This design comes from an exercise in tuning for small area on the open sky130 flow, not from production work. In this exercise RTL edits were held to simulation tests only and were not proved equivalent to the original. Power and IR drop assume default switching activity.

ember:
## main
module main(
    input clock,
    input [7:0] Instruction,
    input reset,
    output [7:0] read_address,
    output [6:0] BCD_output1,
    output [6:0] BCD_output2,
    output [6:0] BCD_output3,
    output [6:0] BCD_output4
    );
Size: roughly 300 flip-flops, about 46 I/O pins.
Settings: LEC_CHECK=0, CAP_MARGIN=20, CORE_MARGIN=2, CORE_UTILIZATION=60, SLEW_MARGIN=20, SYNTH_HIERARCHICAL=1, SYNTH_MINIMUM_KEEP_SIZE=0; clock period 10.0 ns.
standard.sh (not shown) runs the stock make flow with config.mk's settings and CLKGATE_MAP_FILE= SYNTH_SCRIPT=/design/flow/synth_recipe.tcl, a recipe that flattens the netlist after the stock synthesis.
==> flow/flow/run.sh <==
#!/bin/bash
set -uo pipefail
bash standard.sh 'BUFFER_PORTS_ARGS=-buffer_cell sky130_fd_sc_hd__buf_1' \
  'CTS_ARGS=-sink_clustering_enable -repair_clock_nets -sink_clustering_size 12 -sink_clustering_max_diameter 50 -buf_list "sky130_fd_sc_hd__clkbuf_4 sky130_fd_sc_hd__clkbuf_8" -dont_use_dummy_load' \
  finish > standard_sh.log 2>&1
For ember, the flow was terminated by a tool error in clock tree synthesis and produced no final design.
Inputs modified between ember and tundra:
==> flow/flow/run.sh <==
#!/bin/bash
set -uo pipefail
bash standard.sh 'BUFFER_PORTS_ARGS=-buffer_cell sky130_fd_sc_hd__buf_1' \
  'CTS_ARGS=-sink_clustering_enable -repair_clock_nets -sink_clustering_size 12 -sink_clustering_max_diameter 50 -buf_list {sky130_fd_sc_hd__clkbuf_4 sky130_fd_sc_hd__clkbuf_8} -dont_use_dummy_load' \
  finish > standard_sh.log 2>&1
### Flow results
Per the final summary, tundra finished and its layout is clean on timing, DRC and antenna.
ember -> tundra: routability congestion estimate from global placement delta 0, exact match
tundra against ember: cell count after synthesis now sits at about the same level, count of buffers from port buffering did not really move.
[inputs] yarrow vs tundra
- CORE_UTILIZATION changed from 60 to 65
- GPL_TIMING_DRIVEN newly set to 0
==> flow/flow/run.sh <==
#!/bin/bash
set -uo pipefail
bash standard.sh 'BUFFER_PORTS_ARGS=-buffer_cell sky130_fd_sc_hd__buf_1' \
  'CTS_ARGS=-sink_clustering_enable -repair_clock_nets -sink_clustering_size 20 -sink_clustering_max_diameter 60 -buf_list sky130_fd_sc_hd__clkbuf_8 -dont_use_dummy_load' \
  finish > standard_sh.log 2>&1
Results
- Cell count ends up lower on yarrow.
- The higher number of detailed-route iterations in the first pass came out of yarrow.
- yarrow — non-clock buffer contribution to total cell area 0.39 points lower, tundra as reference
- yarrow vs tundra — final HPWL from detailed placement dropped 6.8%.
- Cmp yarrow vs tundra: pin slew with the least headroom to its limit lower in yarrow
- A capture point of the critical path of BCD_output1[0] is what tundra shows, while BCD_output2[0] belongs to yarrow.
- tundra has higher wire length per cell than yarrow.

---

Setup of v14:
Starting RTL as in the previous note.
// main
module main(
    input clock,
    input [7:0] Instruction,
    input reset,
    output [7:0] read_address,
    output [6:0] BCD_output1,
    output [6:0] BCD_output2,
    output [6:0] BCD_output3,
    output [6:0] BCD_output4
    );
    reg  [7:0] pc;
    reg  [7:0] r0, r1, r2, r3;
    reg        ready;
    reg        m1b0;             
    wire is_lw, is_sw, is_addj;
    wire [3:0] sa, sb, we;
    blk_dec u_dec (.I(Instruction), .ready(ready), .is_lw(is_lw), .is_sw(is_sw), .is_addj(is_addj),
                   .sa(sa), .sb(sb), .we(we));
    wire [7:0] a, b;
    genvar w, k, i;
    generate
        for (i = 0; i < 8; i = i + 1) begin : g_rp
            wire a012, a3, b012, b3;
            c_a222oi_1 u_a012 (.A1(sa[0]), .A2(r0[i]), .B1(sa[1]), .B2(r1[i]), .C1(sa[2]), .C2(r2[i]), .Y(a012));
            c_nand2_1  u_a3   (.A(sa[3]), .B(r3[i]), .Y(a3));
            c_nand2_1  u_a    (.A(a012), .B(a3), .Y(a[i]));
            c_a222oi_1 u_b012 (.A1(sb[0]), .A2(r0[i]), .B1(sb[1]), .B2(r1[i]), .C1(sb[2]), .C2(r2[i]), .Y(b012));
            c_nand2_1  u_b3   (.A(sb[3]), .B(r3[i]), .Y(b3));
            c_nand2_1  u_b    (.A(b012), .B(b3), .Y(b[i]));
        end
    endgenerate
    wire [7:0] addr, sum;
    wire [3:0] n_rlo, n_wlo;
    wire [7:0] n_rhi, n_whi;
    wire n_rhi0x, we_m1;
    blk_addr u_addr (.a(a), .I(Instruction), .ready(ready), .addr(addr),
                     .n_rlo(n_rlo), .n_rhi(n_rhi), .n_rhi0x(n_rhi0x),
                     .n_wlo(n_wlo), .n_whi(n_whi), .we_m1(we_m1));
    wire [7:0] cs;
    wire x7;
    c_ha_1 u_s0 (.A(a[0]), .B(b[0]), .SUM(sum[0]), .COUT(cs[1]));
    generate
        for (i = 1; i < 7; i = i + 1) begin : g_sum
            c_fa_1 u (.A(a[i]), .B(b[i]), .CIN(cs[i]), .SUM(sum[i]), .COUT(cs[i+1]));
        end
    endgenerate
    c_xnor2_1 u_s7a (.A(a[7]), .B(b[7]), .Y(x7));
    c_xnor2_1 u_s7  (.A(x7), .B(cs[7]), .Y(sum[7]));
    wire [31:0] rsel, wsel;
    wire        rsel1x;          
    generate
        for (w = 0; w < 32; w = w + 1) begin : g_sel
            c_nor2_1 u_r (.A(n_rlo[w % 4]), .B(n_rhi[w / 4]), .Y(rsel[w]));
  ...
clock: 10.0 ns
lec_check: 0
cap_margin: 20
core_margin: 2
core_utilization: 60
gpl_timing_driven: 0
slew_margin: 20
synth_hierarchical: 1
synth_minimum_keep_size: 0
==> flow/flow/run.sh <==
#!/bin/bash
set -uo pipefail
bash standard.sh 'BUFFER_PORTS_ARGS=-buffer_cell sky130_fd_sc_hd__buf_1' \
  'CTS_ARGS=-sink_clustering_enable -repair_clock_nets -sink_clustering_size 20 -sink_clustering_max_diameter 60 -buf_list sky130_fd_sc_hd__clkbuf_8 -dont_use_dummy_load' \
  finish > standard_sh.log 2>&1
> inputs changed (v14 -> v32)
- GPL_TIMING_DRIVEN no longer set, was 0
- CORE_UTILIZATION now 65, was 60
--- outcome ---
- Diff v14 -> v32: clock share of power -0.4 points, total power up about 0.8%.
- Against v14, v32 reports a routed wire length on met2 that is higher.
- nor2_1 as the cell with the largest stage delay on the worst path was reported by v32, and a222oi_1 by v14.
- In the final reports, the cell area of v32 is smaller than that of v14.

---

== the previous run ==
main again, from the RTL that the note above started with.
==> flow/design.v (excerpt) <==
module main(
    input clock,
    input [7:0] Instruction,
    input reset,
    output [7:0] read_address,
    output [6:0] BCD_output1,
    output [6:0] BCD_output2,
    output [6:0] BCD_output3,
    output [6:0] BCD_output4
    );
export LEC_CHECK = 0
export CAP_MARGIN = 0
export CORE_MARGIN = 2
export CORE_UTILIZATION = 60
export SLEW_MARGIN = 0
export SYNTH_HIERARCHICAL = 1
export SYNTH_MINIMUM_KEEP_SIZE = 0
create_clock -name core_clock -period 10.0 [get_ports {clock}]
Scripts as last shown in full above: flow/flow/run.sh
#### Input delta (the current run over the previous run)
Settings: SLEW_MARGIN changed from 0 to 20; CAP_MARGIN changed from 0 to 20.
### Flow results
The previous run and the current run ended up with roughly the same total sequential power. The previous run → the current run: total power comparable; final setup TNS neither gained nor lost much; netlist area before placement now sits at about the same level; number of nets in the layout did not really move.

==> port drivers added, routing unchanged <==
In the flow no input, the clock included, has a driving cell. The finished layouts below were timed again as built, in two steps. Step 1 assumes that a clkbuf_16 drives the clock port and a buf_2 every other input. Step 2, shift: input delay + t, output delay - t, t = (earliest + latest rising clock arrival at the registers) / 2. This alone moves slack from input paths to output paths. Slacks: ideal / step 1 / step 2; pairs: ideal / step 1.
| run | t (ns) | setup slack, ns | clock arrival spread, ns |
|---|---|---|---|
| tundra | 0.601 | 0.476 / 0.455 / 0.455 | 0.062 / 0.061 |
| yarrow | 0.574 | 0.347 / 0.326 / 0.326 | 0.049 / 0.048 |
| v14 | 0.577 | 0.390 / 0.366 / 0.366 | 0.060 / 0.060 |
| v32 | 0.562 | 0.430 / 0.410 / 0.410 | 0.062 / 0.062 |
| the previous run | 0.585 | 0.505 / 0.484 / 0.484 | 0.057 / 0.057 |
| the current run | 0.585 | 0.505 / 0.484 / 0.484 | 0.057 / 0.057 |
After both steps every run listed still meets setup and hold. The setup slack of v14, which loses most, moves by -0.024 ns with the drivers and by -0.024 ns with both steps.
